Context: an optimization exercise on an open-source flow, tuned for small area and a short achievable clock period. The choices shown serve that exercise and are no tape-out recipe. RTL that was checked went through simulation tests only; none was proved equivalent to the original. Power and IR drop assume default switching activity.

==> flow/design.v <==
module FP16_add #(
    parameter C0 = 1,    
    parameter C1 = 1,    
    parameter C2 = 1,    
    parameter C3 = 1,    
    parameter C4 = 1,    
    parameter C5 = 1     
)(
    input wire [15:0]data1,
    input wire [15:0]data2,
    input wire clk,
    input wire rst,
    input wire input_valid,
    output reg [15:0]data_o,
    output reg output_update
    );
    localparam NS = C0 + C1 + C2 + C3 + C4 + C5;
    reg [NS-1:0] vld;
    always @(posedge clk or posedge rst) begin
        if (rst) vld <= {NS{1'b0}};
        else     vld <= {vld[NS-2:0], input_valid};
    end
    always @(*) output_update = vld[NS-1];
    wire [15:0] a, b;
    generate if (C0) begin : g0
        reg [15:0] ra, rb;
        always @(posedge clk) begin ra <= data1; rb <= data2; end
        assign a = ra; assign b = rb;
    end else begin : n0
        assign a = data1; assign b = data2;
    end endgenerate
    wire ovf_0 = (&a) | (&b);
    wire gt = a[14:0] > b[14:0];
    wire [4:0] ea = a[14:10], eb = b[14:10];
    wire eq0 = ~(|ea) & ~(|eb);
    wire [4:0] dab = ea - eb, dba = eb - ea;
    wire [4:0] d_0 = gt ? dab : dba;
    wire [4:0] eh_0 = gt ? ea : eb;
    wire [9:0] fh_0 = gt ? a[9:0] : b[9:0];
    wire [9:0] fl_0 = gt ? b[9:0] : a[9:0];
    wire sh_0 = gt ? a[15] : b[15];
    wire sub_0 = a[15] ^ b[15];
    wire lh_0 = (gt ? |eb : |ea) | eq0;    
    wire zall_0 = eq0 & ~gt;
    wire [1:0] kill_0 = {ovf_0, zall_0};
    wire [4:0] d_1, eh_1; wire [9:0] fh_1, fl_1; wire sh_1, sub_1, lh_1; wire [1:0] kill_1;
    generate if (C1) begin : g1
        reg [4:0] r_d, r_eh; reg [9:0] r_fh, r_fl; reg r_sh, r_sub, r_lh; reg [1:0] r_kill;
        always @(posedge clk) begin
            r_d <= d_0; r_eh <= eh_0; r_fh <= fh_0; r_fl <= fl_0;
            r_sh <= sh_0; r_sub <= sub_0; r_lh <= lh_0; r_kill <= kill_0;
        end
        assign d_1 = r_d; assign eh_1 = r_eh; assign fh_1 = r_fh; assign fl_1 = r_fl;
        assign sh_1 = r_sh; assign sub_1 = r_sub; assign lh_1 = r_lh; assign kill_1 = r_kill;
    end else begin : n1
        assign d_1 = d_0; assign eh_1 = eh_0; assign fh_1 = fh_0; assign fl_1 = fl_0;
        assign sh_1 = sh_0; assign sub_1 = sub_0; assign lh_1 = lh_0; assign kill_1 = kill_0;
    end endgenerate
    wire [22:0] low23 = {2'b01, fl_1, 11'd0} >> d_1;
    wire big = (d_1 > 5'd12) | ~lh_1;
    wire [12:0] al_1 = big ? 13'd0 : low23[21:9];
    wire st_1 = big ? 1'b0 : |low23[8:0];
    wire [12:0] al_2; wire st_2; wire [4:0] eh_2; wire [9:0] fh_2; wire sh_2, sub_2; wire [1:0] kill_2;
    generate if (C2) begin : g2
        reg [12:0] r_al; reg r_st; reg [4:0] r_eh; reg [9:0] r_fh; reg r_sh, r_sub; reg [1:0] r_kill;
        always @(posedge clk) begin
            r_al <= al_1; r_st <= st_1; r_eh <= eh_1; r_fh <= fh_1;
            r_sh <= sh_1; r_sub <= sub_1; r_kill <= kill_1;
        end
        assign al_2 = r_al; assign st_2 = r_st; assign eh_2 = r_eh; assign fh_2 = r_fh;
        assign sh_2 = r_sh; assign sub_2 = r_sub; assign kill_2 = r_kill;
    end else begin : n2
        assign al_2 = al_1; assign st_2 = st_1; assign eh_2 = eh_1; assign fh_2 = fh_1;
        assign sh_2 = sh_1; assign sub_2 = sub_1; assign kill_2 = kill_1;
    end endgenerate
    wire [14:0] hf = {2'b01, fh_2, 3'd0};
    wire [14:0] lf = {1'b0, al_2, st_2};
    wire [14:0] s_2 = sub_2 ? hf - lf : hf + lf;
    wire [14:0] s_3; wire [4:0] eh_3; wire sh_3; wire [1:0] kill_3;
    generate if (C3) begin : g3
        reg [14:0] r_s; reg [4:0] r_eh; reg r_sh; reg [1:0] r_kill;
        always @(posedge clk) begin
            r_s <= s_2; r_eh <= eh_2; r_sh <= sh_2; r_kill <= kill_2;
        end
        assign s_3 = r_s; assign eh_3 = r_eh; assign sh_3 = r_sh; assign kill_3 = r_kill;
    end else begin : n3
        assign s_3 = s_2; assign eh_3 = eh_2; assign sh_3 = sh_2; assign kill_3 = kill_2;
    end endgenerate
    reg [3:0] lz;
    integer i;
    always @(*) begin
        lz = 4'd12;
        for (i = 3; i <= 14; i = i + 1)
            if (s_3[i]) lz = 14 - i;
    end
    wire zero_3 = ~(|s_3[14:3]);
    wire [14:0] n_3 = s_3 << lz;
    wire [10:0] m_3 = n_3[14:4];
    wire rnd_3 = n_3[3] & (n_3[4] | (|n_3[2:0]));
    wire [6:0] e_3 = {2'b00, eh_3} + 7'd1 - {3'd0, lz};
    wire [1:0] kill3 = {kill_3[1], kill_3[0] | zero_3};
    wire [10:0] m_4; wire rnd_4; wire [6:0] e_4; wire sh_4; wire [1:0] kill_4;
    generate if (C4) begin : g4
        reg [10:0] r_m; reg r_rnd; reg [6:0] r_e; reg r_sh; reg [1:0] r_kill;
        always @(posedge clk) begin
            r_m <= m_3; r_rnd <= rnd_3; r_e <= e_3; r_sh <= sh_3; r_kill <= kill3;
        end
        assign m_4 = r_m; assign rnd_4 = r_rnd; assign e_4 = r_e; assign sh_4 = r_sh; assign kill_4 = r_kill;
    end else begin : n4
        assign m_4 = m_3; assign rnd_4 = rnd_3; assign e_4 = e_3; assign sh_4 = sh_3; assign kill_4 = kill3;
    end endgenerate
    wire [11:0] mr = {1'b0, m_4} + {11'd0, rnd_4};
    wire [6:0] ef = e_4 + {6'd0, mr[11]};
    wire [15:0] res = kill_4[1] ? 16'hffff :
                      kill_4[0] ? 16'h0000 :
                      (ef[6:5] == 2'b01) ? 16'hffff :
                      ef[6] ? 16'h0000 : {sh_4, ef[4:0], mr[9:0]};
    generate if (C5) begin : g5
        reg [15:0] r_o;
        always @(posedge clk) r_o <= res;
        always @(*) data_o = r_o;
    end else begin : n5
        always @(*) data_o = res;
    end endgenerate
endmodule
export LEC_CHECK = 0
export CAP_MARGIN = 20
export CORE_MARGIN = 2
export CORE_UTILIZATION = 40
export PLACE_DENSITY = 0.6
export SLEW_MARGIN = 20
create_clock -name core_clock -period 4.0 [get_ports {clk}]
run.sh (not shown) runs the stock make flow with config.mk's settings and CLKGATE_MAP_FILE= SYNTH_SCRIPT=/design/flow/synth_recipe.tcl, a recipe that flattens the netlist after the stock synthesis.
Rerun with:
--- a/flow/design.v
+++ b/flow/design.v
@@ -1,11 +1,11 @@
 module FP16_add #(
-    parameter C0 = 1,    
+    parameter C0 = 0,    
     parameter C1 = 1,    
-    parameter C2 = 1,    
+    parameter C2 = 0,    
     parameter C3 = 1,    
-    parameter C4 = 1,    
+    parameter C4 = 0,    
     parameter C5 = 1     
 )(
     input wire [15:0]data1,
     input wire [15:0]data2,
     input wire clk,
Now the flow completed, yet does not pass: setup timing.
Worst hold slack hardly moves.
Power decreases by about 4%.
Synthesized cell count shrinks by 7.5%.
Wire length went up by 12%.
Clock-buffer cell count goes down by 9.
Utilization rose by 7.1 points.
Design area is lower by 12%.
Register-to-register slack is worse by 1000 ps.
Non-clock buffer count is higher by 92.
No run of this note included a check of the RTL's function; only the layout flow was run.


Another version of the RTL of FP16_add (not shown whole).
For scale: about 52 I/O pins, about 6300 um2 of cells after synthesis.
clock: 4.0 ns
lec_check: 0
abc_area: 1
cap_margin: 20
core_margin: 2
core_utilization: 40
place_density: 0.6
setup_slack_margin: 1.8
slew_margin: 20
standard.sh (not shown) runs the stock make flow with config.mk's settings and CLKGATE_MAP_FILE= SYNTH_SCRIPT=/design/flow/synth_recipe.tcl, a recipe that flattens the netlist after the stock synthesis.
==> flow/flow/run.sh <==
#!/bin/bash
# Standard ORFS layout (the standard.sh) with two changes:
#  - port buffers use the smallest buffer cell instead of the delay cell
#    that buffer_ports picks by default;
#  - clock tree built from clkbuf_4 cells, without dummy loads.
set -euo pipefail
export BUFFER_PORTS_ARGS="-buffer_cell sky130_fd_sc_hd__buf_1"
export CTS_ARGS="-sink_clustering_enable -repair_clock_nets -buf_list sky130_fd_sc_hd__clkbuf_4 -dont_use_dummy_load"
bash standard.sh finish > standard_flow.log 2>&1
Edit:
--- a/flow/design.v
+++ b/flow/design.v
@@ -83,28 +83,24 @@
         end
         assign s_3 = r_s; assign eh1_3 = r_eh1; assign sgn_3 = r_sgn; assign zall_3 = r_zall;
     end else begin : p3
         assign s_3 = s_2; assign eh1_3 = eh1_2; assign sgn_3 = sgn_2; assign zall_3 = zall_2;
     end endgenerate
     wire [11:0] t = s_3[14:3];
-    wire z8 = ~(|t[11:4]);
-    wire [7:0] t1 = z8 ? {t[3:0], 4'd0} : t[11:4];
-    wire z4 = ~(|t1[7:4]);
-    wire [3:0] t2 = z4 ? t1[3:0] : t1[7:4];
-    wire z2 = ~(|t2[3:2]);
-    wire [1:0] t3 = z2 ? t2[1:0] : t2[3:2];
-    wire z1 = ~t3[1];
-    wire [3:0] lz = {z8, z4, z2, z1};
-    wire [14:0] n1 = z8 ? {s_3[6:0], 8'd0} : s_3;
-    wire [14:0] n2 = z4 ? {n1[10:0], 4'd0} : n1;
-    wire [14:0] n3 = z2 ? {n2[12:0], 2'd0} : n2;
-    wire [14:0] n4 = z1 ? {n3[13:0], 1'd0} : n3;
+    wire nz2 = |t[11:8], nz1 = |t[7:4], nz0 = |t[3:0];
+    wire [1:0] q2 = {~t[11] & ~t[10], ~t[11] & (t[10] | ~t[9])};
+    wire [1:0] q1 = {~t[7] & ~t[6], ~t[7] & (t[6] | ~t[5])};
+    wire [1:0] q0 = {~t[3] & ~t[2], ~t[3] & (t[2] | ~t[1])};
+    wire [1:0] qf = nz2 ? q2 : nz1 ? q1 : q0;
+    wire [3:0] lz = {~nz2 & ~nz1, ~nz2 & nz1, qf};
+    wire [14:0] n1 = nz2 ? s_3 : nz1 ? {s_3[10:0], 4'd0} : {s_3[6:0], 8'd0};
+    wire [14:0] n4 = n1 << qf;
     wire [9:0] m_3 = n4[13:4];                 
     wire rnd_3 = n4[3] & (n4[4] | (|n4[2:0]));
     wire [6:0] e0_3 = {1'b0, eh1_3} - {3'd0, lz};
-    wire z_3 = zall_3 | ~(|t);                 
+    wire z_3 = zall_3 | ~(nz2 | nz1 | nz0);                 
     wire [9:0] m_4; wire rnd_4, z_4; wire [6:0] e0_4; wire sgn_4;
     generate if (C4) begin : g4
         reg [9:0] r_m; reg r_rnd, r_z; reg [6:0] r_e0; reg r_sgn;
         always @(posedge clk) begin
             r_m <= m_3; r_rnd <= rnd_3; r_e0 <= e0_3; r_sgn <= sgn_3; r_z <= z_3;
         end
Power shrinks by 3.6%; via count grows by 2.5%; setup slack gains 0.15 ns; utilization shrinks by 1.7 points; wire length grows by 3.1%; synthesized cell count grows by 0.51%; die area is about the same; clock skew shrinks by 0.017 ns; count of clock-buffer cells in the layout stays the same; design area shrinks by 3.6%.
The RTL of the first run of this note was laid out without a check of its function.


Setup of v6:
FP16_add, a different RTL version from the one above (not shown whole).
For scale: about 130 flip-flops, roughly 6300 µm² of cells after synthesis.
==> module FP16_add, before the edit <==
module FP16_add #(
    parameter C0 = 0,    
    parameter C1 = 1,    
    parameter C2 = 1,    
    parameter C3 = 1,    
    parameter C4 = 1,    
    parameter C5 = 1     
)(
    input wire [15:0]data1,
    input wire [15:0]data2,
    input wire clk,
    input wire rst,
    input wire input_valid,
    output reg [15:0]data_o,
    output reg output_update
    );
    localparam NS = C0 + C1 + C2 + C3 + C4 + C5;
    reg [NS-1:0] vld;
    always @(posedge clk or posedge rst) begin
        if (rst) vld <= {NS{1'b0}};
        else     vld <= {vld[NS-2:0], input_valid};
    end
    always @(*) output_update = vld[NS-1];
    wire [15:0] a, b;
    generate if (C0) begin : g0
        reg [15:0] ra, rb;
        always @(posedge clk) begin ra <= data1; rb <= data2; end
        assign a = ra; assign b = rb;
    end else begin : p0
        assign a = data1; assign b = data2;
    end endgenerate
    wire [4:0] ea = a[14:10], eb = b[14:10];
    wire ovf_0 = (&a) | (&b);                  
    wire gt_0 = a[14:0] > b[14:0];             
    wire egt = ea > eb;
    wire [4:0] dab = ea - eb, dba = eb - ea;
    wire [4:0] d = egt ? dab : dba;            
    wire [4:0] eh_0 = egt ? ea : eb;           
    wire eq0 = ~(|ea) & ~(|eb);
    wire drop_0 = (~eq0 & ~((|ea) & (|eb))) | (d > 5'd12);
    wire [9:0] fa_1, fb_1; wire gt_1, sa_1, sb_1, drop_1, ovf_1; wire [3:0] sh_1; wire [4:0] eh_1;
    generate if (C1) begin : g1
        reg [9:0] r_fa, r_fb; reg r_gt, r_sa, r_sb, r_drop, r_ovf; reg [3:0] r_sh; reg [4:0] r_eh;
        always @(posedge clk) begin
            r_fa <= a[9:0]; r_fb <= b[9:0]; r_gt <= gt_0; r_sa <= a[15]; r_sb <= b[15];
            r_drop <= drop_0; r_sh <= d[3:0]; r_eh <= eh_0; r_ovf <= ovf_0;
        end
        assign fa_1 = r_fa; assign fb_1 = r_fb; assign gt_1 = r_gt; assign sa_1 = r_sa; assign sb_1 = r_sb;
        assign drop_1 = r_drop; assign sh_1 = r_sh; assign eh_1 = r_eh; assign ovf_1 = r_ovf;
    end else begin : p1
        assign fa_1 = a[9:0]; assign fb_1 = b[9:0]; assign gt_1 = gt_0; assign sa_1 = a[15]; assign sb_1 = b[15];
        assign drop_1 = drop_0; assign sh_1 = d[3:0]; assign eh_1 = eh_0; assign ovf_1 = ovf_0;
    end endgenerate
    wire [9:0] fh_1 = gt_1 ? fa_1 : fb_1;
    wire [9:0] fl_1 = gt_1 ? fb_1 : fa_1;
    wire sgn_1 = gt_1 ? sa_1 : sb_1;
    wire sub_1 = sa_1 ^ sb_1;
    wire zall_1 = ~(|eh_1) & ~gt_1;
    wire [22:0] low23 = {2'b01, fl_1, 11'd0} >> sh_1;
    wire [12:0] al_1 = drop_1 ? 13'd0 : low23[21:9];
    wire st_1 = ~drop_1 & (|low23[8:0]);
    wire [13:0] lx_1 = {al_1, st_1} ^ {14{sub_1}};
    wire [5:0] eh1_1 = ({1'b0, eh_1} + 6'd1) | {6{ovf_1}};
    wire [13:0] lx_2; wire [5:0] eh1_2; wire [9:0] fh_2; wire sgn_2, sub_2, zall_2;
    generate if (C2) begin : g2
        reg [13:0] r_lx; reg [5:0] r_eh1; reg [9:0] r_fh; reg r_sgn, r_sub, r_zall;
        always @(posedge clk) begin
            r_lx <= lx_1; r_eh1 <= eh1_1; r_fh <= fh_1; r_sgn <= sgn_1; r_sub <= sub_1; r_zall <= zall_1;
        end
        assign lx_2 = r_lx; assign eh1_2 = r_eh1; assign fh_2 = r_fh;
        assign sgn_2 = r_sgn; assign sub_2 = r_sub; assign zall_2 = r_zall;
    end else begin : p2
        assign lx_2 = lx_1; assign eh1_2 = eh1_1; assign fh_2 = fh_1;
        assign sgn_2 = sgn_1; assign sub_2 = sub_1; assign zall_2 = zall_1;
    end endgenerate
    wire [14:0] hf = {2'b01, fh_2, 3'd0};
    wire [14:0] s_2 = hf + {sub_2, lx_2} + {14'd0, sub_2};
    wire [14:0] s_3; wire [5:0] eh1_3; wire sgn_3, zall_3;
    generate if (C3) begin : g3
        reg [14:0] r_s; reg [5:0] r_eh1; reg r_sgn, r_zall;
        always @(posedge clk) begin
            r_s <= s_2; r_eh1 <= eh1_2; r_sgn <= sgn_2; r_zall <= zall_2;
        end
        assign s_3 = r_s; assign eh1_3 = r_eh1; assign sgn_3 = r_sgn; assign zall_3 = r_zall;
    end else begin : p3
        assign s_3 = s_2; assign eh1_3 = eh1_2; assign sgn_3 = sgn_2; assign zall_3 = zall_2;
    end endgenerate
    wire [11:0] t = s_3[14:3];
    wire nz2 = |t[11:8], nz1 = |t[7:4], nz0 = |t[3:0];
    wire [1:0] q2 = {~t[11] & ~t[10], ~t[11] & (t[10] | ~t[9])};
    wire [1:0] q1 = {~t[7] & ~t[6], ~t[7] & (t[6] | ~t[5])};
    wire [1:0] q0 = {~t[3] & ~t[2], ~t[3] & (t[2] | ~t[1])};
    wire [1:0] qf = nz2 ? q2 : nz1 ? q1 : q0;
    wire [3:0] lz = {~nz2 & ~nz1, ~nz2 & nz1, qf};
    wire [14:0] n1 = nz2 ? s_3 : nz1 ? {s_3[10:0], 4'd0} : {s_3[6:0], 8'd0};
    wire [14:0] n4 = n1 << qf;
    wire [9:0] m_3 = n4[13:4];                 
    wire rnd_3 = n4[3] & (n4[4] | (|n4[2:0]));
    wire [6:0] e0_3 = {1'b0, eh1_3} - {3'd0, lz};
    wire z_3 = zall_3 | ~(nz2 | nz1 | nz0);    
    wire [9:0] m_4; wire rnd_4, z_4; wire [6:0] e0_4; wire sgn_4;
    generate if (C4) begin : g4
        reg [9:0] r_m; reg r_rnd, r_z; reg [6:0] r_e0; reg r_sgn;
        always @(posedge clk) begin
            r_m <= m_3; r_rnd <= rnd_3; r_e0 <= e0_3; r_sgn <= sgn_3; r_z <= z_3;
        end
        assign m_4 = r_m; assign rnd_4 = r_rnd; assign e0_4 = r_e0; assign sgn_4 = r_sgn; assign z_4 = r_z;
    end else begin : p4
        assign m_4 = m_3; assign rnd_4 = rnd_3; assign e0_4 = e0_3; assign sgn_4 = sgn_3; assign z_4 = z_3;
    end endgenerate
    reg [9:0] mr;
    integer j;
    always @(*)
        for (j = 0; j < 10; j = j + 1)
            mr[j] = m_4[j] ^ (rnd_4 & (&(m_4 | ~((10'd1 << j) - 10'd1))));
    wire c = rnd_4 & (&m_4);                   
    wire ones = &e0_4[4:0];
    wire ovf = (e0_4[6:5] == 2'b01) | (c & ones & (e0_4[6:5] == 2'b00));
    wire neg = e0_4[6] & ~(c & ones);
    wire [4:0] ef = e0_4[4:0] + {4'd0, c};
    wire [15:0] res = ovf ? 16'hffff : (z_4 | neg) ? 16'h0000 : {sgn_4, ef, mr};
    generate if (C5) begin : g5
        reg [15:0] r_o;
        always @(posedge clk) r_o <= res;
        always @(*) data_o = r_o;
    end else begin : p5
        always @(*) data_o = res;
    end endgenerate
endmodule
clock: 4.0 ns
lec_check: 0
abc_area: 1
cap_margin: 20
core_margin: 2
core_utilization: 40
place_density: 0.6
setup_slack_margin: 1.8
slew_margin: 20
Scripts as last shown in full above: flow/flow/run.sh
> inputs changed (v6 -> v7)
diff --git a/flow/design.v b/flow/design.v
--- a/flow/design.v
+++ b/flow/design.v
@@ -35,30 +35,31 @@
     wire egt = ea > eb;
     wire [4:0] dab = ea - eb, dba = eb - ea;
     wire [4:0] d = egt ? dab : dba;            
     wire [4:0] eh_0 = egt ? ea : eb;           
     wire eq0 = ~(|ea) & ~(|eb);
-    wire drop_0 = (~eq0 & ~((|ea) & (|eb))) | (d > 5'd12);
-    wire [9:0] fa_1, fb_1; wire gt_1, sa_1, sb_1, drop_1, ovf_1; wire [3:0] sh_1; wire [4:0] eh_1;
+    wire lowz_0 = ~eq0 & ~((|ea) & (|eb));
+    wire [9:0] fa_1, fb_1; wire gt_1, sa_1, sb_1, lowz_1, ovf_1; wire [4:0] sh_1; wire [4:0] eh_1;
     generate if (C1) begin : g1
-        reg [9:0] r_fa, r_fb; reg r_gt, r_sa, r_sb, r_drop, r_ovf; reg [3:0] r_sh; reg [4:0] r_eh;
+        reg [9:0] r_fa, r_fb; reg r_gt, r_sa, r_sb, r_lowz, r_ovf; reg [4:0] r_sh; reg [4:0] r_eh;
         always @(posedge clk) begin
             r_fa <= a[9:0]; r_fb <= b[9:0]; r_gt <= gt_0; r_sa <= a[15]; r_sb <= b[15];
-            r_drop <= drop_0; r_sh <= d[3:0]; r_eh <= eh_0; r_ovf <= ovf_0;
+            r_lowz <= lowz_0; r_sh <= d; r_eh <= eh_0; r_ovf <= ovf_0;
         end
         assign fa_1 = r_fa; assign fb_1 = r_fb; assign gt_1 = r_gt; assign sa_1 = r_sa; assign sb_1 = r_sb;
-        assign drop_1 = r_drop; assign sh_1 = r_sh; assign eh_1 = r_eh; assign ovf_1 = r_ovf;
+        assign lowz_1 = r_lowz; assign sh_1 = r_sh; assign eh_1 = r_eh; assign ovf_1 = r_ovf;
     end else begin : p1
         assign fa_1 = a[9:0]; assign fb_1 = b[9:0]; assign gt_1 = gt_0; assign sa_1 = a[15]; assign sb_1 = b[15];
-        assign drop_1 = drop_0; assign sh_1 = d[3:0]; assign eh_1 = eh_0; assign ovf_1 = ovf_0;
+        assign lowz_1 = lowz_0; assign sh_1 = d; assign eh_1 = eh_0; assign ovf_1 = ovf_0;
     end endgenerate
     wire [9:0] fh_1 = gt_1 ? fa_1 : fb_1;
     wire [9:0] fl_1 = gt_1 ? fb_1 : fa_1;
     wire sgn_1 = gt_1 ? sa_1 : sb_1;
     wire sub_1 = sa_1 ^ sb_1;
     wire zall_1 = ~(|eh_1) & ~gt_1;
-    wire [22:0] low23 = {2'b01, fl_1, 11'd0} >> sh_1;
+    wire [22:0] low23 = {2'b01, fl_1, 11'd0} >> sh_1[3:0];
+    wire drop_1 = lowz_1 | (sh_1 > 5'd12);
     wire [12:0] al_1 = drop_1 ? 13'd0 : low23[21:9];
     wire st_1 = ~drop_1 & (|low23[8:0]);
     wire [13:0] lx_1 = {al_1, st_1} ^ {14{sub_1}};
     wire [5:0] eh1_1 = ({1'b0, eh_1} + 6'd1) | {6{ovf_1}};
     wire [13:0] lx_2; wire [5:0] eh1_2; wire [9:0] fh_2; wire sgn_2, sub_2, zall_2;
[summary]
The flow did not stop early for v7: all stages ran, and the layout cleared the timing, DRC and antenna checks. In v7, share of cells above drive strength 1 is higher than in v6. v6 → v7: global-route usage held steady, global-route wire length before repair went down by about 0.6%, met2 demand-to-capacity share in global routing dropped 1.5 points, combined area of all synthesized cells moved up. Area inside the core boundary (lower): v6.
Only the layout flow was run in v6; the RTL was not checked for function there.

==> re-timing with driven ports <==
The results above use ideal ports. As a check the final layouts listed here were re-extracted and re-timed, cells and wires unchanged. Step 1 (the two cells are an assumption about what drives the block):
set clk [get_ports {clk}]
set_driving_cell -lib_cell sky130_fd_sc_hd__clkbuf_16 $clk
set_driving_cell -lib_cell sky130_fd_sc_hd__buf_2 [delete_from_list [all_inputs] $clk]
Step 2 adds t to the input delays and takes it off the output delays; t is the mean of the earliest and latest rising clock arrival at the registers after step 1. Input paths then give back, and output paths get back, about the clock's delay inside the block. Three values: no drivers, after step 1, after step 2; two values: the first two.
run | t (ns) | setup WS [ns] | worst setup path at the end | pins driven straight from the clock port
the first run of note 1 | 0.457 | 0.822 / 0.822 / 0.822 | register to register | 1
the second run of note 1 | 0.387 | -0.185 / -0.185 / -0.185 | register to register | 1
the first run of note 2 | 0.530 | 1.774 / 1.774 / 1.388 | input to register | 1
the second run of note 2 | 0.513 | 1.924 / 1.924 / 1.430 | input to register | 1
v6 | 0.522 | 1.889 / 1.889 / 1.474 | input to register | 1
v7 | 0.526 | 1.940 / 1.940 / 1.450 | input to register | 1
For the second run of note 2, which loses most, drivers alone change the setup slack by 0.000 ns; drivers and shift together by -0.494 ns.
